This is an optimization exercise on Yosys and OpenROAD, whose aim is a short achievable clock period and few clock cycles, not a production implementation. Function was not checked in any run shown here: the RTL went through the layout flow alone. Power is estimated from default activity; no workload was simulated.

`flow/config.mk`:
```
export PLATFORM = sky130hd
export DESIGN_NAME = cpu_wrapper
export DESIGN_NICKNAME = cpu_wrapper
export VERILOG_FILES = /design/flow/design.v
export SDC_FILE = /design/flow/constraint.sdc
export NUM_CORES = 4
export LEC_CHECK = 0
export ABC_CLOCK_PERIOD_IN_PS = 2000
export CAP_MARGIN = 20
export CORE_MARGIN = 2
export CORE_UTILIZATION = 40
export SETUP_SLACK_MARGIN = 4.4
export SLEW_MARGIN = 20
```
`flow/constraint.sdc`:
```
create_clock -name core_clock -period 6.5 [get_ports {clk}]
set_input_delay 1.3000 -clock core_clock [delete_from_list [all_inputs] [get_ports {clk}]]
set_output_delay 1.3000 -clock core_clock [all_outputs]
set_load 0.01 [all_outputs]
```
`flow/design.v`:
```
`timescale 1ns / 1ps
module cpu_wrapper(
    clk, rst, carry_in,
    imem_addr, imem_data,
    dmem_addr, dmem_we, dmem_wdata, dmem_rdata,
    io_out, halted
    );
    input clk; input rst;
    input carry_in;
    output wire [7:0] imem_addr;
    input wire [7:0] imem_data;
    output wire [7:0] dmem_addr;
    output wire dmem_we;
    output wire [7:0] dmem_wdata;
    input wire [7:0] dmem_rdata;
    output wire [7:0] io_out;
    output wire halted;
    reg [7:0] ia_q;      
    reg [7:0] alt_i;     
    wire [7:0] alt_q = ~alt_i;
    reg       we_q;      
    reg       halt_q;    
    reg       dv_q;      
    reg       ir_v;      
    reg       hz_q;      
    reg [7:0] r0, r1, r2, r3;
    reg       z_q, c_q, n_q;
    reg [7:0] ret_q;
    localparam NE = 2;
    reg [NE-1:0] e_v;                    
    reg [7:0]    e_tag [0:NE-1];
    reg [7:0]    e_tm1 [0:NE-1];         
    reg [7:0]    e_tm2 [0:NE-1];         
    reg [7:0]    e_tgt [0:NE-1];
    reg [NE-1:0] e_ret;                  
    reg [NE-1:0] e_jcc;                  
    reg [NE-1:0] e_t;                    
    reg [0:0]    e_wp;                   
    reg          pq_q;                   
    reg [7:0] io_q;
    reg       pend_v;    
    reg       io_pend;   
    reg [7:0] ir_q;      
    reg [7:0] opa_i, opb_i;  
    wire [7:0] opa = ~opa_i, opb = ~opb_i;
    reg [7:0] da_q, dw_q;  
    reg       pend_mul;  
    reg [1:0] pend_dst;
    reg [7:0] pa_q;      
    reg [7:0] ipa_q;     
    reg [7:0] pq_oth, ir_oth;   
    reg       pq_dir, ir_dir;   
    reg [NE-1:0] pq_mv, ir_mv;  
    reg [15:0] mul_s, mul_c;
    reg        mul_z;
    reg k_p;       
    reg k_alu;     
    reg k_cwe;     
    reg k_mult, k_ld, k_wr, k_rd, k_jmp, k_jcc, k_call, k_ret, k_wrio, k_brk, k_two;
    reg k_and, k_or, k_xor, k_add, k_sub, k_shl, k_shr, k_neg;
    reg k_ca;      
    reg k_cs;      
    reg k_fl;      
    reg k_ror;     
    wire [7:0] b = imem_data;
    wire b_alu2  = ~b[7];
    wire b_mult  = (b[7:4] == 4'b0011);
    wire b_shift = (b[7:4] == 4'b1000);
    wire b_neg   = (b[7:4] == 4'b1001) & (b[1:0] == 2'b00);
    wire b_ld    = (b[7:4] == 4'b1001) & (b[1:0] == 2'b11);
    wire b_wr    = (b[7:4] == 4'b1010);
    wire b_rd    = (b[7:4] == 4'b1011);
    wire b_jmp   = (b[7:3] == 5'b11000);
    wire b_jcc   = (b[7:3] == 5'b11001);
    wire b_call  = (b[7:3] == 5'b11010);
    wire b_ret   = (b[7:3] == 5'b11011);
    wire b_wrio  = (b[7:4] == 4'b1110);
    wire b_brk   = (b == 8'hFF);
    wire b_rdrd  = b_alu2 | b_shift | b_neg | b_wr;         
    wire b_rdrr  = b_alu2 | b_wr | b_rd | b_wrio;           
    wire [1:0] fd = ir_q[3:2];
    reg  [7:0] opa_o, opb_o;      
    wire [7:0] nir;
    wire n_alu2  = ~nir[7];
    wire n_mult  = (nir[7:4] == 4'b0011);
    wire n_shift = (nir[7:4] == 4'b1000);
    wire n_neg   = (nir[7:4] == 4'b1001) & (nir[1:0] == 2'b00);
    wire n_ld    = (nir[7:4] == 4'b1001) & (nir[1:0] == 2'b11);
    wire n_wr    = (nir[7:4] == 4'b1010);
    wire n_rd    = (nir[7:4] == 4'b1011);
    wire n_jmp   = (nir[7:3] == 5'b11000);
    wire n_jcc   = (nir[7:3] == 5'b11001);
    wire n_call  = (nir[7:3] == 5'b11010);
    wire n_ret   = (nir[7:3] == 5'b11011);
    wire n_wrio  = (nir[7:4] == 4'b1110);
    wire n_brk   = (nir == 8'hFF);
    reg  exec, stall;
    wire [8:0] sa  = {1'b0, opa} + {1'b0, opb} + {8'b0, k_ca};
    wire [8:0] ss  = {1'b0, opa} + {1'b0, ~opb} + {8'b0, k_cs};
    wire       za  = ((opa ^ opb)  == {opa[6:0] | opb[6:0], k_ca});
    wire       zs  = ((opa ^ ~opb) == {opa[6:0] | ~opb[6:0], k_cs});
    wire [7:0] lo_or = {|opa[6:0], |opa[5:0], |opa[4:0], |opa[3:0], |opa[2:0], |opa[1:0], opa[0], 1'b0};
    wire [7:0] negv = opa ^ lo_or;
    wire [7:0] shl  = {opa[6:0], k_fl};
    wire [7:0] shr  = {k_ror ? k_fl : opa[7], opa[7:1]};
    wire [7:0] alu_o = ({8{k_and}} & (opa & opb)) |
                       ({8{k_or }} & (opa | opb)) |
                       ({8{k_xor}} & (opa ^ opb)) |
                       ({8{k_shl}} & shl) |
                       ({8{k_shr}} & shr) |
                       ({8{k_neg}} & negv);
    wire [7:0] alu_y = k_add ? sa[7:0] : k_sub ? ss[7:0] : alu_o;
    wire alu_z = (k_and & ((opa & opb) == 8'd0)) |
                 (k_or  & ((opa | opb) == 8'd0)) |
                 (k_xor & (opa == opb)) |
                 (k_add & za) |
                 (k_sub & zs) |
                 (k_shl & (shl == 8'd0)) |
                 (k_shr & (shr == 8'd0)) |
                 (k_neg & (opa == 8'd0));
    wire alu_c = (k_add & sa[8]) |
                 (k_sub & ~ss[8]) |
                 (k_shl & opa[7]) |
                 (k_shr & opa[0]) |
                 (k_neg & ~negv[7] & ~opa[7]);
    wire alu_we = exec & k_alu;
    reg  [7:0]  ma_o, mb_o;
    wire [15:0] pp0 = mb_o[0] ? {8'b0, ma_o}       : 16'd0;
    wire [15:0] pp1 = mb_o[1] ? {7'b0, ma_o, 1'b0} : 16'd0;
    wire [15:0] pp2 = mb_o[2] ? {6'b0, ma_o, 2'b0} : 16'd0;
    wire [15:0] pp3 = mb_o[3] ? {5'b0, ma_o, 3'b0} : 16'd0;
    wire [15:0] pp4 = mb_o[4] ? {4'b0, ma_o, 4'b0} : 16'd0;
    wire [15:0] pp5 = mb_o[5] ? {3'b0, ma_o, 5'b0} : 16'd0;
    wire [15:0] pp6 = mb_o[6] ? {2'b0, ma_o, 6'b0} : 16'd0;
    wire [15:0] pp7 = mb_o[7] ? {1'b0, ma_o, 7'b0} : 16'd0;
    wire [15:0] s1a_n = pp0 ^ pp1 ^ pp2, c1a_n = ((pp0 & pp1) | (pp0 & pp2) | (pp1 & pp2)) << 1;
    wire [15:0] s1b_n = pp3 ^ pp4 ^ pp5, c1b_n = ((pp3 & pp4) | (pp3 & pp5) | (pp4 & pp5)) << 1;
    reg  [15:0] s1a, c1a, s1b, c1b, p6, p7;
    wire [15:0] s2a = s1a ^ c1a ^ s1b, c2a = ((s1a & c1a) | (s1a & s1b) | (c1a & s1b)) << 1;
    wire [15:0] s2b = c1b ^ p6 ^ p7,   c2b = ((c1b & p6) | (c1b & p7) | (p6 & p7)) << 1;
    wire [15:0] s3  = s2a ^ c2a ^ s2b, c3  = ((s2a & c2a) | (s2a & s2b) | (c2a & s2b)) << 1;
    wire [15:0] s4  = s3 ^ c3 ^ c2b,   c4  = ((s3 & c3) | (s3 & c2b) | (c3 & c2b)) << 1;
    wire [15:0] prod = mul_s + mul_c;
    wire cond  = (z_q & ir_q[1]) | (c_q & ir_q[2]) | (n_q & ir_q[0]);
    wire taken = exec & ~k_p & (k_jmp | k_call | (k_jcc & cond));
    wire late_ret = exec & ~k_p & k_ret;
    wire mis_jcc = exec & k_p & k_jcc & (cond != ir_dir);
    wire mis_ret = exec & k_p & k_ret & (ir_oth != ret_q);
    wire mispred = mis_jcc | mis_ret;
    wire a_nm   = dv_q & ~stall & ~(exec & k_two) & ~late_ret;
    wire accept = a_nm & ~mispred;
    wire pok    = pq_q & accept;
    wire recov  = pq_q & ~a_nm;
    assign imem_addr  = ia_q;
    assign dmem_addr  = da_q;
    assign dmem_wdata = dw_q;
    assign dmem_we    = we_q;
    assign io_out     = io_q;
    assign halted     = halt_q;
    wire       ld_we    = exec & k_ld;
    wire [7:0] pend_val = pend_mul ? prod[7:0] : dmem_rdata;
    wire [3:0] wsel = {fd == 2'd3, fd == 2'd2, fd == 2'd1, fd == 2'd0};
    wire [3:0] psel = {4{pend_v}} & {pend_dst == 2'd3, pend_dst == 2'd2, pend_dst == 2'd1, pend_dst == 2'd0};
    wire [3:0] asel = {4{alu_we}} & wsel;
    wire [3:0] lsel = {4{ld_we}} & wsel;
    wire [7:0] r0_o = lsel[0] ? imem_data : psel[0] ? pend_val : r0;
    wire [7:0] r1_o = lsel[1] ? imem_data : psel[1] ? pend_val : r1;
    wire [7:0] r2_o = lsel[2] ? imem_data : psel[2] ? pend_val : r2;
    wire [7:0] r3_o = lsel[3] ? imem_data : psel[3] ? pend_val : r3;
    wire [7:0] r0_m = lsel[0] ? imem_data : (psel[0] & ~pend_mul) ? dmem_rdata : r0;
    wire [7:0] r1_m = lsel[1] ? imem_data : (psel[1] & ~pend_mul) ? dmem_rdata : r1;
    wire [7:0] r2_m = lsel[2] ? imem_data : (psel[2] & ~pend_mul) ? dmem_rdata : r2;
    wire [7:0] r3_m = lsel[3] ? imem_data : (psel[3] & ~pend_mul) ? dmem_rdata : r3;
    wire [7:0] r0_n = asel[0] ? alu_y : r0_o;
    wire [7:0] r1_n = asel[1] ? alu_y : r1_o;
    wire [7:0] r2_n = asel[2] ? alu_y : r2_o;
    wire [7:0] r3_n = asel[3] ? alu_y : r3_o;
    assign nir = stall ? ir_q : imem_data;
    always @(*) begin
        case (nir[3:2])
            2'd0: opa_o = r0_o; 2'd1: opa_o = r1_o; 2'd2: opa_o = r2_o; default: opa_o = r3_o;
        endcase
        case (nir[1:0])
            2'd0: opb_o = r0_o; 2'd1: opb_o = r1_o; 2'd2: opb_o = r2_o; default: opb_o = r3_o;
        endcase
        case (nir[3:2])
            2'd0: ma_o = r0_m; 2'd1: ma_o = r1_m; 2'd2: ma_o = r2_m; default: ma_o = r3_m;
        endcase
        case (nir[1:0])
            2'd0: mb_o = r0_m; 2'd1: mb_o = r1_m; 2'd2: mb_o = r2_m; default: mb_o = r3_m;
        endcase
    end
    wire [7:0] opa_n = (alu_we & (fd == nir[3:2])) ? alu_y : opa_o;
    wire [7:0] opb_n = (alu_we & (fd == nir[1:0])) ? alu_y : opb_o;
    wire       pend_v_n = exec & (k_rd | k_mult);
    wire [3:0] pd    = {4{pend_v_n}} & wsel;       
    wire       hz_a  = a_nm & ((b_rdrd & pd[b[3:2]]) | (b_rdrr & pd[b[1:0]]) | (exec & k_mult & b_jcc) |
                                 (b_mult & alu_we & ((b[3:2] == fd) | (b[1:0] == fd))) |
                                 (b_mult & pend_v & pend_mul & ((b[3:2] == pend_dst) | (b[1:0] == pend_dst))));
    wire       hzs   = stall & k_mult & pend_v & pend_mul & ((fd == pend_dst) | (ir_q[1:0] == pend_dst));
    wire       hz_n  = hz_a | hzs;
    wire       ir_v_n  = stall ? ir_v : accept;
    wire       brk_n   = stall ? k_brk : b_brk;
    wire       ret_n   = stall ? k_ret : b_ret;
    wire       stall_n = ir_v_n & (hz_n | brk_n);
    wire       lret_n  = ir_v_n & ~hz_n & ~brk_n & ret_n;
    wire [7:0] ipa2    = ipa_q + 8'd2;
    wire [7:0] ret_nq  = (exec & k_call) ? ipa2 : ret_q;
    wire [7:0] alt1 = alt_q + 8'd1;
    wire [7:0] alt2 = alt_q + 8'd2;
    reg  [NE-1:0] l0_mv, l1_mv, l2_mv;
    reg  [7:0]    l0_tgt, l1_tgt, l2_tgt;
    reg           l0_ret, l0_jcc, l0_t, l1_ret, l1_jcc, l1_t, l2_ret, l2_jcc, l2_t;
    integer i;
    always @(*) begin
        l0_tgt = 8'd0; l0_ret = 1'b0; l0_jcc = 1'b0; l0_t = 1'b0;
        l1_tgt = 8'd0; l1_ret = 1'b0; l1_jcc = 1'b0; l1_t = 1'b0;
        l2_tgt = 8'd0; l2_ret = 1'b0; l2_jcc = 1'b0; l2_t = 1'b0;
        for (i = 0; i < NE; i = i + 1) begin
            l0_mv[i] = e_v[i] & (e_tag[i] == alt_q);
            l0_tgt = l0_tgt | ({8{l0_mv[i]}} & e_tgt[i]);
            l0_ret = l0_ret | (l0_mv[i] & e_ret[i]);
            l0_jcc = l0_jcc | (l0_mv[i] & e_jcc[i]);
            l0_t   = l0_t   | (l0_mv[i] & e_t[i]);
            l1_mv[i] = e_v[i] & (e_tm1[i] == alt_q);
            l1_tgt = l1_tgt | ({8{l1_mv[i]}} & e_tgt[i]);
            l1_ret = l1_ret | (l1_mv[i] & e_ret[i]);
            l1_jcc = l1_jcc | (l1_mv[i] & e_jcc[i]);
            l1_t   = l1_t   | (l1_mv[i] & e_t[i]);
            l2_mv[i] = e_v[i] & (e_tm2[i] == alt_q);
            l2_tgt = l2_tgt | ({8{l2_mv[i]}} & e_tgt[i]);
            l2_ret = l2_ret | (l2_mv[i] & e_ret[i]);
            l2_jcc = l2_jcc | (l2_mv[i] & e_jcc[i]);
            l2_t   = l2_t   | (l2_mv[i] & e_t[i]);
        end
    end
    reg  [NE-1:0] q0_mv, q1_mv, q2_mv;
    reg  [7:0]    q0_tgt, q1_tgt, q2_tgt;
    reg           q0_ret, q0_jcc, q0_t, q1_ret, q1_jcc, q1_t, q2_ret, q2_jcc, q2_t;
    reg  [2:0]    qsel;      
    wire [NE-1:0] mv    = ({NE{qsel[0]}} & q0_mv) | ({NE{qsel[1]}} & q1_mv) | ({NE{qsel[2]}} & q2_mv);
    wire [7:0]    m_tgt = ({8{qsel[0]}} & q0_tgt) | ({8{qsel[1]}} & q1_tgt) | ({8{qsel[2]}} & q2_tgt);
    wire          m_ret = (qsel[0] & q0_ret) | (qsel[1] & q1_ret) | (qsel[2] & q2_ret);
    wire          m_jcc = (qsel[0] & q0_jcc) | (qsel[1] & q1_jcc) | (qsel[2] & q2_jcc);
    wire          m_t   = (qsel[0] & q0_t)   | (qsel[1] & q1_t)   | (qsel[2] & q2_t);
    reg  [7:0]    q0_pa, q1_pa, q2_pa;
    reg           q0_hit, q1_hit, q2_hit;
    wire       hit     = (qsel[0] & q0_hit) | (qsel[1] & q1_hit) | (qsel[2] & q2_hit);
    wire [7:0] p_addr  = ({8{qsel[0]}} & q0_pa) | ({8{qsel[1]}} & q1_pa) | ({8{qsel[2]}} & q2_pa);
    wire [7:0] p_oth   = m_ret ? p_addr : m_t ? alt2 : m_tgt;    
    wire       hold_n  = (stall & hzs) | (a_nm & hz_a);
    wire       sret_n  = a_nm & b_ret & ~pq_q;
    wire       redir   = taken | mispred | recov;
    wire [7:0] redir_a = taken ? imem_data : mis_jcc ? ir_oth : mis_ret ? ret_q : pa_q + 8'd1;
    wire       use_p   = hit & ~redir & ~hold_n & ~sret_n;
    wire [7:0] alt_s   = hold_n ? alt_q : sret_n ? ret_nq : hit ? p_addr : alt1;
    wire [7:0] alt_n   = taken ? imem_data : mis_jcc ? ir_oth : mis_ret ? ret_q : recov ? pa_q + 8'd1 : alt_s;
    wire       seq_n   = ~redir & ~hold_n & ~sret_n & ~hit;      
    wire       skip_n  = use_p & m_jcc & ~m_t;                    
    wire       exec_n  = ir_v_n & ~hz_n & ~brk_n;
    wire       wr_n    = stall ? k_wr : b_wr;
    always @(posedge clk or posedge rst) begin
        if (rst) begin
            ia_q <= 8'h00; alt_i <= 8'hFF; we_q <= 1'b0; halt_q <= 1'b0; dv_q <= 1'b0;
            ir_v <= 1'b0; hz_q <= 1'b0; exec <= 1'b0; stall <= 1'b0;
            r0 <= 8'h00; r1 <= 8'h00; r2 <= 8'h00; r3 <= 8'h00;
            z_q <= 1'b0; c_q <= 1'b0; n_q <= 1'b0;
            ret_q <= 8'h00; io_q <= 8'h00;
            pend_v <= 1'b0; io_pend <= 1'b0;
            e_v <= {NE{1'b0}}; e_wp <= 1'd0; pq_q <= 1'b0; qsel <= 3'b000;
        end else begin
            ia_q  <= alt_n;
            alt_i <= ~alt_n;
            dv_q  <= stall ? dv_q : ~redir;
            pq_q  <= use_p;
            qsel <= {skip_n, seq_n, ~redir & hold_n};
            we_q  <= exec_n & wr_n;
            exec  <= exec_n;
            stall <= stall_n;
            halt_q <= ir_v_n & brk_n & ~(exec & k_wrio);
            ir_v  <= ir_v_n;
            hz_q  <= hz_n;
            if (exec & k_call) ret_q <= ipa2;
            if (exec & ~k_p & (k_jmp | k_call | k_jcc | k_ret)) begin
                e_v[e_wp] <= 1'b1;
                e_wp <= e_wp + 1'd1;
            end             
            if (alu_we) begin z_q <= alu_z; n_q <= alu_y[7]; end
            else if (pend_v & pend_mul) z_q <= mul_z;
            if (alu_we & k_cwe) c_q <= alu_c;
            else if (pend_v & pend_mul) c_q <= prod[15];
            r0 <= r0_n; r1 <= r1_n; r2 <= r2_n; r3 <= r3_n;
            pend_v  <= pend_v_n;
            io_pend <= exec & k_wrio;
            if (io_pend) io_q <= dmem_rdata;
        end
    end
    always @(posedge clk) begin
        opa_i <= ~opa_n; opb_i <= ~opb_n;
        s1a <= s1a_n; c1a <= c1a_n; s1b <= s1b_n; c1b <= c1b_n; p6 <= pp6; p7 <= pp7;
        da_q <= opb_n; dw_q <= opa_n;
        pend_mul <= k_mult;
        pend_dst <= fd;
        mul_s <= s4; mul_c <= c4; mul_z <= (opa == 8'd0) | (opb == 8'd0);
        ir_q    <= nir;
        pa_q    <= alt_q;
        if (!stall) begin
            ipa_q  <= pa_q;
            ir_oth <= pq_oth;
            ir_dir <= pq_dir;
            ir_mv  <= pq_mv;
        end
        pq_oth <= p_oth;
        pq_dir <= m_t;
        pq_mv  <= mv;
        q0_hit <= |l0_mv; q1_hit <= |l1_mv; q2_hit <= |l2_mv;
        q0_pa <= l0_ret ? ret_nq : (l0_jcc & ~l0_t) ? alt2 : l0_tgt;
        q1_pa <= l1_ret ? ret_nq : (l1_jcc & ~l1_t) ? alt_q + 8'd3 : l1_tgt;
        q2_pa <= l2_ret ? ret_nq : (l2_jcc & ~l2_t) ? alt_q + 8'd4 : l2_tgt;
        q0_mv <= l0_mv; q0_tgt <= l0_tgt; q0_ret <= l0_ret; q0_jcc <= l0_jcc; q0_t <= l0_t;
        q1_mv <= l1_mv; q1_tgt <= l1_tgt; q1_ret <= l1_ret; q1_jcc <= l1_jcc; q1_t <= l1_t;
        q2_mv <= l2_mv; q2_tgt <= l2_tgt; q2_ret <= l2_ret; q2_jcc <= l2_jcc; q2_t <= l2_t;
        k_p     <= stall ? k_p : pok;
        if (exec & ~k_p & (k_jmp | k_call | k_jcc | k_ret)) begin
            e_tag[e_wp] <= ipa_q;
            e_tm1[e_wp] <= ipa_q - 8'd1;
            e_tm2[e_wp] <= ipa_q - 8'd2;
            e_tgt[e_wp] <= imem_data;
            e_ret[e_wp] <= k_ret;
            e_jcc[e_wp] <= k_jcc;
            e_t[e_wp]   <= cond;
        end
        if (exec & k_p & k_jcc) e_t <= (e_t & ~ir_mv) | ({NE{cond}} & ir_mv);
        k_alu   <= (n_alu2 & ~n_mult) | n_shift | n_neg;
        k_cwe   <= (n_alu2 & (nir[6:4] >= 3'd4)) | n_shift | n_neg;
        k_mult  <= n_mult;
        k_ld    <= n_ld;
        k_wr    <= n_wr;
        k_rd    <= n_rd;
        k_jmp   <= n_jmp;
        k_jcc   <= n_jcc;
        k_call  <= n_call;
        k_ret   <= n_ret;
        k_wrio  <= n_wrio;
        k_brk   <= n_brk;
        k_two   <= n_ld | ((n_jmp | n_jcc | n_call) & ~(stall ? k_p : pok));
        k_and   <= n_alu2 & (nir[6:4] == 3'd0);
        k_or    <= n_alu2 & (nir[6:4] == 3'd1);
        k_xor   <= n_alu2 & (nir[6:4] == 3'd2);
        k_add   <= n_alu2 & (nir[6:5] == 2'b10);
        k_sub   <= n_alu2 & (nir[6:5] == 2'b11);
        k_ca    <= nir[4] & carry_in;
        k_cs    <= ~(nir[4] & carry_in);
        k_shl   <= n_shift & ~nir[0];
        k_shr   <= n_shift & nir[0];
        k_neg   <= n_neg;
        k_fl    <= nir[1] & carry_in;
        k_ror   <= nir[1];
    end
endmodule
```
`flow/flow/run.sh`:
```
#!/bin/bash
# The standard layout (the standard.sh), with one change: synthesis leaves
# adders as plain gates for abc instead of mapping them onto the library's
# full/half adder cells (ADDER_MAP_FILE empty), which gives faster carry logic.
# Registers are the standard synthesis's: the adder step never touches them.
set -euo pipefail
bash standard.sh ADDER_MAP_FILE= finish > standard_finish.log 2>&1
```
`flow/standard.sh`:
```
#!/bin/bash
# synth_recipe.tcl (not shown) runs the flow's synth.tcl, then flattens the netlist and writes it again
# the make line also repeats each setting of config.mk as NAME=value (left out here)
make -C /OpenROAD-flow-scripts/flow DESIGN_CONFIG=/design/flow/config.mk WORK_HOME=/design/flow/orfs CLKGATE_MAP_FILE= SYNTH_SCRIPT=/design/flow/synth_recipe.tcl "${@:-finish}"
```
==> run summary, run 1 <==
status=no timing/DRC/antenna violations; Max Buffers Root-to-Sink=3; Synth top cells by count=nand2_1 (234), dfxtp_1 (232), nor2_1 (189); grt ovf=0; hold violation total from the final report=0; final setup violating endpoints=0; clock sink count=401; logic gate share of total power=0.514; Crit. End Element=register; TNS Setup=0 ns; die span in y=234 µm; largest net degree at the start of global routing=44; initial antenna violation count=2; Worst Hold Class=reg -> reg; Initial Util=0.404; dpl cells=2885; syn_nets=2276; data required time at the worst endpoint=6.96 ns; gr usage total=0.268; top-count cell post-synth=nand2_1; final worst slack=3.62 ns; die width=234 µm; post-DP HPWL=47.1 mm; Fmax achieved=0.347 GHz; number of I/O pins=53; Non-Filler Instances=3310; Setup Crit Path Kind=in -> reg; dpl cell area=22800 µm²; synth warn=1; starting DRC count in detailed routing=2336; Net Switching=5.80 mW; Vias/cell=6.09; Clock transition at path regs=0.06 ns; Syn Inst Count=2257; Synth area leader=dfxtp_1; VDD IR-drop max=245 µV; synth unique cells=90; Seq/Total Area, Yosys=0.440; sequential power share=0.300; Rows=84; PwrDens=471 nW/µm²; EDFF count, synth=87; total CTS buffers=46; Post-Route Utilization=0.572; dpl ws=2.07 ns; Min Hold Slack=0.326 ns; core area=52400 µm²; clk root buf=clkbuf_16; # DRC=0; min Tclk post-route=2.88 ns; ys flop type=dfxtp_1; Slew @ Worst Pin=0.884 ns; Synth Register Bits=401; CTS tree=done; Filler cells=4228; vias post-DR=20100; Rel. slew slack=0.410; CP Launch Type=primary input; Nets=2605; crit path cell chain=buf_6 > buf_12 > mux2i_4 > buf_6 > buf_12 > inv_12 > nor2_2 > a221oi_4 > buf_4 > nor4_4 > xor3_1; clk_skew=0.0182 ns; Avg Inst Size Synth=9.39 µm²; Total Power=14.1 mW; crit-path max cell delay=0.39 ns; CP max stage cell=xor3_1; full die area=54900 µm²; P_leak=11.8 nW; ANT nets after route=0; number of global-route vias before repair=19100; PortBufs=52; 1st-pass router iterations=7; post-synth top area share=0.219; ys async rst share=0.204; Total Routed Length=79.1 mm; Area growth, synth to finish=41.6%; routability cong.=0.899; per-cell routed wire length=23.9 µm; global-route wire length before repair=113 mm; H-tree Lvls=2; max-slew violations=0; CTS Hold Bufs=0; Clock Latency Late Sink=0.60 ns; sw frac=0.410; Synth area leaders=dfxtp_1 (22%), edfxtp_1 (12%), dfrtp_1 (8.7%); fin area=30000 µm²; Post-Synthesis Cell Area=21200 µm²; Max-Cap Viols=0; Internal=8.33 mW; share of cells above drive strength 1=0.373; clock share of power=0.186; CP max FO=34; Tcrit/Tclk final=0.443; RSZ-0062 raised after global routing=true; worst path arrival time=3.34 ns
## sequential cells by signal (all words and copies together), names as in the netlist, 10 cells and up, named ones only
name   flops
e_tm1     16
e_tag     16
mul_c     11
s1b       10
s1a       10
mul_s     15
e_tgt     16
e_tm2     14
## placed cells by master, fill, tap and decap left out, types with 20 or more instances in the layout
cell,synthesis,layout
a22o_1,40,37
o211ai_1,32,32
buf_12,0,38
buf_2,26,26
and2_4,0,24
nor2_4,0,27
o21ai_1,6,36
xor2_1,98,94
clkbuf_16,0,47
nor2_1,189,148
a21oi_1,102,76
edfxtp_1,87,87
nand2_1,234,207
a31oi_1,30,21
a222oi_1,24,24
a21oi_2,1,21
dfrtp_1,74,71
nor3_1,40,20
mux2_2,33,27
buf_4,11,214
mux2i_1,114,99
dfxtp_1,232,197
o21ai_2,1,20
xnor2_1,103,93
nand4_1,22,22
o21ai_0,115,61
buf_6,4,118
inv_1,57,51
nand3_1,45,36
## worst max-delay path: cells and delay by family
family | cells | cell delay (ns)
xor gates and xnor gates | 1 | 0.39
AOI/OAI and AO/OA | 1 | 0.14
and+or+nand+nor | 2 | 0.57
buffers and inverters | 6 | 0.73
muxes | 1 | 0.17
## layout make-up
class | instances | area, µm² | share of cell area
multi-input cells | 1650 | 13600 | 0.454
flip-flops and latches | 401 | 9430 | 0.314
repair buffers | 422 | 4270 | 0.142
clock buffers | 69 | 1350 | 0.0449
well taps | 688 | 861 | 0.0287
inverters | 62 | 290 | 0.00967
clock inverters | 14 | 158 | 0.00525
repair inverters | 3 | 18.8 | 0.000625
diodes | 1 | 2.50 | 0.0000834
## per-layer routing
| metal | global-route usage | part of all wire | up-vias |
|---|---|---|---|
| li1 | - | - | 8861 |
| met1 | 0.339 | 0.40 | 9924 |
| met2 | 0.443 | 0.47 | 1042 |
| met3 | 0.0350 | 0.072 | 318 |
| met4 | 0.148 | 0.060 | 2 |
| met5 | 0 | 0.00015 | - |
## kinds of logic after synthesis
group / count (synthesis) / share of synthesized area
and+or+nand+nor: 715 / 0.162
muxes: 151 / 0.0744
adders and majority gates: 26 / 0.0123
AOI/OAI and AO/OA: 549 / 0.180
DFF: 401 / 0.440
buffers and inverters: 208 / 0.0417
xor gates and xnor gates: 207 / 0.0895
## worst paths after layout
kind	startpoint	endpoint	slack (ns)	depth (start not counted)
max	imem_data[3]	s1b[9]	3.62	11
min reg2reg	s1a[1]	mul_s[1]	0.33	0
max in group asynchronous	rst	async pin	4.64	3
max reg2reg	pend_v	s1b[9]	3.78	8
min	s1a[1]	mul_s[1]	0.33	0
min in group asynchronous	rst	r0[3]	1.44	2
## repair_timing
action / CTS / global route
gates resized for setup: 584 / 324
gates cloned: 12 / 2
endpoints found under the hold margin: 0 / 0
setup endpoints to repair: 351 / 244
setup buffers: 207 / 120
pin swaps: 118 / 122
## power by group through the flow
stage	clock [mW]	combinational, mW	sequential (mW)
global route	2.75	7.75	4.30
global placement	0	4.95	4.28
floorplan	0	4.12	3.76
detailed placement	0	5.04	4.30
CTS	2.65	6.19	4.19
finish	2.62	7.27	4.24
==> run 2: changes to the inputs <==
--- a/flow/design.v
+++ b/flow/design.v
@@ -196,5 +196,5 @@
     wire [3:0] pd    = {4{pend_v_n}} & wsel;       
-    wire       hz_a  = a_nm & ((b_rdrd & pd[b[3:2]]) | (b_rdrr & pd[b[1:0]]) | (exec & k_mult & b_jcc) |
-                                 (b_mult & alu_we & ((b[3:2] == fd) | (b[1:0] == fd))) |
-                                 (b_mult & pend_v & pend_mul & ((b[3:2] == pend_dst) | (b[1:0] == pend_dst))));
+    wire [3:0] pdm   = pd | asel | ({4{pend_mul}} & psel);
+    wire [3:0] hv    = b_mult ? pdm : pd;
+    wire       hz_a  = a_nm & ((b_rdrd & hv[b[3:2]]) | (b_rdrr & hv[b[1:0]]) | (exec & k_mult & b_jcc));
     wire       hzs   = stall & k_mult & pend_v & pend_mul & ((fd == pend_dst) | (ir_q[1:0] == pend_dst));
@@ -250,3 +250,3 @@
     wire [7:0] p_oth   = m_ret ? p_addr : m_t ? alt2 : m_tgt;    
-    wire       hold_n  = (stall & hzs) | (a_nm & hz_a);
+    wire       hold_n  = (stall & (k_brk | hzs)) | (a_nm & (hz_a | b_brk));
     wire       sret_n  = a_nm & b_ret & ~pq_q;
--- a/flow/config.mk
+++ b/flow/config.mk
@@ -7,3 +7,3 @@
 export LEC_CHECK = 0
-export ABC_CLOCK_PERIOD_IN_PS = 2000
+export ABC_CLOCK_PERIOD_IN_PS = 2200
 export CAP_MARGIN = 20
@@ -11,3 +11,3 @@
 export CORE_UTILIZATION = 40
-export SETUP_SLACK_MARGIN = 4.4
+export SETUP_SLACK_MARGIN = 4.2
 export SLEW_MARGIN = 20
==> run 2 against run 1 <==
- still clean on timing, DRC and antenna
- critical path depth unchanged
- register-to-register slack got worse by 0.14 ns
- clock skew up 0.018 ns
- utilization shrank 2.2 points
- cell count shrank 3.8%
- sequential power grew 5.0%
- sequential share of layout area is 1.8 points higher
- first-iteration DRC count down 19%
- global-route usage decreased by 1.6 points
- via count shrank 8.4%
- largest cell class unchanged
==> run summary, run 2 <==
Fmax achieved=0.337 GHz; Rows=83; global-route wire length before repair=106 mm; Initial Util=0.406; CP max stage cell=and4bb_4; largest family of logic cells by synthesized area=compound AO/OA/AOI/OAI gates; worst reg2reg path depth=8; Max Buffers Root-to-Sink=3; Antenna Cells=0; clock sink count=401; most common cell after layout, fill and taps aside=nand2_1; clk_skew=0.0357 ns; initial antenna violation count=0; CTS Hold Bufs=0; complex-gate fraction of the synthesized area=0.175; Synth area leaders=dfxtp_1 (22%), edfxtp_1 (12%), dfrtp_1 (8.8%); ys async rst share=0.204; CP Launch Type=primary input; max-slew violations=0; ANT nets after route=0; P_leak=11.3 nW; Post-Synthesis Cell Area=20900 µm²; die span in y=233 µm; Synth Area in XOR/XNOR=0.0900; Rel. slew slack=0.433; per-cell routed wire length=22.4 µm; Synth area leader=dfxtp_1; die width=233 µm; Worst Hold Class=reg -> reg; crit-path max cell delay=0.35 ns; Synth top cells by count=nand2_1 (288), dfxtp_1 (232), nor2_1 (151); top-count cell post-synth=nand2_1; clk root buf=clkbuf_16; 1st-pass router iterations=8; min Tclk post-route=2.97 ns; Setup Crit Path Kind=in -> reg; worst path arrival time=3.47 ns; Buf+Inv Stages, Crit Path=2; TNS Setup=0 ns; RSZ-0062 raised after global routing=true; post-DP HPWL=43.6 mm; gr usage total=0.252; total CTS buffers=46; register-to-register setup slack=3.64 ns; H-tree Lvls=2; Worst path top cell family by delay=compound AO/OA/AOI/OAI gates; worst hold path depth=0; Vias/cell=5.79; CP max FO=5; number of I/O pins=53; Avg Inst Size Synth=9.34 µm²; status=no timing/DRC/antenna violations; PortBufs=52; Post-Synth Simple-Gate Area=0.157; met2 Track Usage GR=0.436; GR peak layer=met2; Seq/Total Area, Yosys=0.445; post-synth top area share=0.222; mux cell area share after synthesis=0.0735; number of global-route vias before repair=18300; share of cells above drive strength 1=0.336; synth unique cells=102; VDD IR-drop max=402 µV; Critical R2R Launch=exec; routability cong.=0.911; final setup violating endpoints=0; ys flop type=dfxtp_1; Clock transition at path regs=0.06 ns; Tcrit/Tclk final=0.457; Area growth, synth to finish=35.5%; data required time at the worst endpoint=7.00 ns; Total Routed Length=71.4 mm; Crit. End Element=register; full die area=54200 µm²; PwrDens=586 nW/µm²; starting DRC count in detailed routing=1888; Max-Cap Viols=0; grt ovf=0; met3 usage=0.0391; met1 GRT Util=0.315; EDFF count, synth=87; syn_nets=2260; Total Power=16.6 mW; largest net degree at the start of global routing=43; CTS tree=done; hold endpoint=mul_s[1]; vias post-DR=18400; Clock Latency Late Sink=0.59 ns; synth warn=1; Hold Crit Start=s1a[1]; hold violation total from the final report=0; Filler cells=4440; core area=51500 µm²; Syn Inst Count=2241; top flop regs=e_tag (16), e_tgt (16), e_tm1 (16); Slew @ Worst Pin=0.845 ns; Nets=2486; crit path cell chain=buf_12 > and4bb_4 > o21ai_1 > nor3b_1 > a311o_1 > o22ai_4 > o22ai_4 > buf_12 > a221oi_4 > a211oi_2 > a2111o_1; most frequent cells in the layout=nand2_1 (228), dfxtp_1 (194), buf_4 (151), nor2_1 (136), xnor2_1 (100); Synth Register Bits=401; # DRC=0; Synth Area in Adders=0.0146
-- run 2: cell count changes in the layout (fill, tap and decap cells not counted), moves of 13 or more --
cell	change
buf_4	-63
a21oi_1	+16
nor4_4	-16
nand2_1	+21
nor2_4	-13
a211oi_1	+13
o21ai_0	+31
nand2_4	+18
buf_6	-43
-- run 2: where the power goes --
| part | internal, mW | total (mW) | switching (mW) |
|---|---|---|---|
| logic | 4.39 | 9.40 | 5.01 |
| clock network | 1.67 | 2.77 | 1.10 |
| registers | 3.53 | 4.45 | 0.921 |
| total | 9.60 | 16.6 | 7.03 |
-- run 2: logic make-up after synthesis --
group | after synthesis
AND/OR/NAND/NOR | 702
multiplexers | 150
adder cells (fa/ha/maj) | 30
flip-flops | 401
buffers and inverters | 212
AO/OA/AOI/OAI | 531
XOR/XNOR | 215
-- run 2: how the worst max path moves through the flow --
stage / cells after the start / start / to
after global placement: 9 / imem_data[6] / register
final: 11 / imem_data[7] / register
after global routing: 12 / imem_data[7] / register
after CTS: 11 / imem_data[7] / register
after detailed placement: 9 / imem_data[6] / ia_q[4]
after floorplan: 10 / imem_data[4] / register
-- run 2: metal layers --
layer	up-vias	share of wire
li1	8447	-
met1	9072	0.40
met2	738	0.49
met3	189	0.065
met4	0	0.043
met5	-	0
-- run 2: timing repair --
item | CTS | global route
pin swaps | 130 | 112
setup buffers | 161 | 53
setup endpoints to repair | 323 | 208
resized for setup | 604 | 222
cloned | 11 | 3
-- run 2: through the flow --
| step | instance area, µm² | instances | utilization | hold slack [ns] | setup WS, ns |
|---|---|---|---|---|---|
| global placement | 22300 | 2871 | 0.433 | 0.315 | 1.87 |
| floorplan | 21500 | 2241 | - | 0.310 | 3.31 |
| detailed placement | 22300 | 2871 | 0.433 | 0.316 | 1.79 |
| finish | 28400 | 3184 | 0.550 | 0.331 | 3.53 |
| global route | 28400 | 3184 | 0.550 | 0.335 | 3.50 |
| CTS | 26900 | 3128 | 0.522 | 0.334 | 3.54 |
-- run 2: area by class of cell --
class / count / area [µm²] / share of cell area
repair inverters: 4 / 46.3 / 0.00163
inverters: 75 / 342 / 0.0120
flip-flops and latches: 401 / 9430 / 0.333
repair buffers: 308 / 3260 / 0.115
well taps: 680 / 851 / 0.0300
clock inverters: 18 / 205 / 0.00724
clock buffers: 67 / 1450 / 0.0510
multi-input cells: 1631 / 12800 / 0.450
==> run 3: changes to the inputs <==
--- a/flow/design.v
+++ b/flow/design.v
@@ -198,3 +198,5 @@
     wire [3:0] hv    = b_mult ? pdm : pd;
-    wire       hz_a  = a_nm & ((b_rdrd & hv[b[3:2]]) | (b_rdrr & hv[b[1:0]]) | (exec & k_mult & b_jcc));
+    wire       q_rdrd = ~b[7] | ~b[6];
+    wire       q_rdrr = ~b[7] | (b[7:5] == 3'b101) | (b[7:4] == 4'b1110);
+    wire       hz_a  = a_nm & ((q_rdrd & hv[b[3:2]]) | (q_rdrr & hv[b[1:0]]) | (exec & k_mult & b_jcc));
     wire       hzs   = stall & k_mult & pend_v & pend_mul & ((fd == pend_dst) | (ir_q[1:0] == pend_dst));
==> run 3 against run 2 <==
- still clean
- non-clock buffer count increased by 45
- sequential cell count unchanged
- cell count is 2.4% higher
- power is 3.5% higher
- sequential share of layout area fell by 0.84 points
- cell area rose by 2.6%
- highest routed layer is now met5
==> run summary, run 3 <==
logic gate share of total power=0.583; data required time at the worst endpoint=6.98 ns; CP Launch Type=primary input; post-DP HPWL=45.0 mm; Max-Cap Viols=0; number of global-route vias before repair=19200; die width=233 µm; Critical R2R Launch=ir_q[2]; hold violation total from the final report=0; Synth area leader=dfxtp_1; ys flop type=dfxtp_1; grt ovf=0; CTS tree=done; clock share of power=0.155; Seq/Total Area, Yosys=0.444; Synth top cells by count=nand2_1 (275), dfxtp_1 (232), nor2_1 (163); fin area=29100 µm²; die span in y=233 µm; Total Routed Length=76.5 mm; Syn Inst Count=2282; Clock transition at path regs=0.06 ns; synth unique cells=92; Clock Latency Late Sink=0.61 ns; largest net degree at the start of global routing=75; global-route wire length before repair=112 mm; PwrDens=591 nW/µm²; TNS Setup=0 ns; post-synth top area share=0.221; GR peak layer=met2; Rel. slew slack=0.438; Setup Crit Path Kind=in -> reg; FF+latch area=9440 µm²; synth warn=1; Hold Crit Start=s1a[1]; ANT nets after route=0; Nets=2562; clk root buf=clkbuf_16; Avg Inst Size Synth=9.21 µm²; ys async rst share=0.204; clk_skew=0.0275 ns; Max Buffers Root-to-Sink=3; final worst slack=3.44 ns; Post-Route Utilization=0.564; Crit. End Element=register; met1 GRT Util=0.330; RSZ-0062 raised after global routing=true; gr usage total=0.269; status=no timing/DRC/antenna violations; number of I/O pins=53; Vias/cell=6.01; met3 usage=0.0574; Synth Register Bits=401; min Tclk post-route=3.06 ns; routability cong.=0.898; # DRC=0; VDD IR-drop max=298 µV; vias post-DR=19600; Slew @ Worst Pin=0.837 ns; worst hold path depth=0; top-count cell post-synth=nand2_1; register-to-register setup slack=3.65 ns; sequential power share=0.262; full die area=54400 µm²; Multi-input gate area=13200 µm²; Area growth, synth to finish=38.5%; dpl cell area=22600 µm²; initial antenna violation count=1; starting DRC count in detailed routing=1942; CP max FO=5; EDFF count, synth=87; Synth area leaders=dfxtp_1 (22%), edfxtp_1 (12%), dfrtp_1 (8.8%); Initial Util=0.407; hold endpoint=mul_s[1]; worst reg2reg path depth=9; dpl cells=2902; Fmax achieved=0.327 GHz; core area=51600 µm²; per-cell routed wire length=23.5 µm; Antenna Cells=0; share of cells above drive strength 1=0.339; Non-Filler Instances=3260; most frequent cells in the layout=nand2_1 (233), dfxtp_1 (197), buf_4 (174), nor2_1 (138), xnor2_1 (98); 1st-pass router iterations=6; Net Switching=7.44 mW; Filler cells=4249; sw frac=0.432; Rows=83; clock sink count=401; CTS Hold Bufs=0; total CTS buffers=45; PortBufs=52; final setup violating endpoints=0; met2 Track Usage GR=0.448; Worst Hold Class=reg -> reg; worst path arrival time=3.53 ns; P_leak=11.6 nW; top flop regs=e_tag (16), e_tgt (16), e_tm1 (16); Post-Synthesis Cell Area=21000 µm²; Tcrit/Tclk final=0.470; syn_nets=2301; max-slew violations=0; H-tree Lvls=2; most common cell after layout, fill and taps aside=nand2_1; dpl ws=1.89 ns; Internal=9.77 mW
run 3: changes by cell type after synthesis, sizes merged, moves of 5 or more:
cell / previous run / this run
a31oi: 22 / 27
o31ai: 5 / 10
a21boi: 8 / 13
and3: 11 / 20
nor2: 154 / 164
mux2i: 124 / 102
nand2: 291 / 276
a22oi: 7 / 16
inv: 74 / 68
clkbuf: 67 / 94
maj3: 30 / 22
buf: 70 / 55
a211o: 2 / 7
run 3: worst max-delay path, cell delays in order:
cell       delay (ns)
buf_6            0.10
buf_12           0.12
nand4bb_4        0.27
nor4_4           0.34
buf_4            0.17
a2111oi_4        0.03
nor3_2           0.28
a211oi_4         0.10
buf_6            0.15
buf_6            0.13
buf_6            0.11
o21a_1           0.19
and2_4           0.14
nor2b_4          0.11
run 3: cells by family (layout without fill, tap and decap cells):
family	count (synthesis)	after routing	synth area share
compound gates	585	587	0.191
buf+inv	218	512	0.0426
xor+xnor	210	210	0.0876
flops	401	401	0.444
fa+ha+maj	22	22	0.0105
simple gates	719	720	0.163
mux	127	128	0.0620
run 3: power groups by stage:
stage / clock [mW] / sequential (mW) / combinational (mW)
after floorplan: 0 / 3.95 / 5.59
after global placement: 0 / 4.54 / 6.59
after detailed placement: 0 / 4.55 / 6.74
after CTS: 2.70 / 4.46 / 8.85
after global routing: 2.81 / 4.59 / 10.7
final: 2.67 / 4.51 / 10.0
run 3: through the flow:
step | hold slack (ns) | power (mW)
after floorplan | 0.310 | 9.54
after global placement | 0.313 | 11.1
after detailed placement | 0.317 | 11.3
after CTS | 0.331 | 16.0
after global routing | 0.346 | 18.1
final | 0.330 | 17.2
run 3: final cells by class:
type,instances,share of cell area
inverter,69,0.0116
sequential,401,0.324
tap,680,0.0292
timing repair buffer,353,0.125
multi-input combinational,1667,0.455
timing repair inverter,6,0.00211
clock buffer,64,0.0465
clock inverter,20,0.00709
run 3: timing repair:
action,4_1_cts,5_1_grt
pin swaps,141,83
endpoints found under the hold margin,0,0
setup endpoints to repair,269,192
buffers inserted,187,70
resized for setup,649,195
cloned,16,1
run 3: how the worst max path moves through the flow:
stage | from | endpoint | cells past startpoint
floorplan | imem_data[7] | qsel[2] | 8
global placement | imem_data[3] | s1a[2] | 9
detailed placement | imem_data[3] | s1a[3] | 9
CTS | imem_data[6] | register | 12
global route | imem_data[7] | register | 13
finish | imem_data[7] | we_q | 14
run 3: metal layers:
metal  part of all wire  up-vias
li1                   -     8749
met1               0.39     9613
met2               0.48      977
met3              0.079      267
met4              0.052        2
met5            0.00014        -

[port drivers added, routing unchanged]
How much do the figures lean on ideal ports? The routed layouts below were timed once more, with nothing changed but the port constraints. Step 1 sets driving cells, clkbuf_16 on the clock port and buf_2 on the other inputs (assumed; they add their load-dependent delay and slew). Step 2 also shifts input and output timing later by t, the mid clock arrival at the registers, as if the neighbouring blocks saw the same clock. Slacks: ideal / step 1 / step 2; pairs: ideal / step 1.
| run | t, ns | setup WS [ns] | worst setup path at the end |
|---|---|---|---|
| run 1 | 0.657 | 3.622 / 3.654 / 2.997 | input to register |
| run 2 | 0.639 | 3.529 / 3.533 / 2.893 | input to register |
| run 3 | 0.655 | 3.443 / 3.467 / 2.812 | input to register |
After both steps setup and hold are still met in every run listed. For run 2, which loses most, drivers alone change the setup slack by +0.004 ns; drivers and shift together by -0.636 ns.
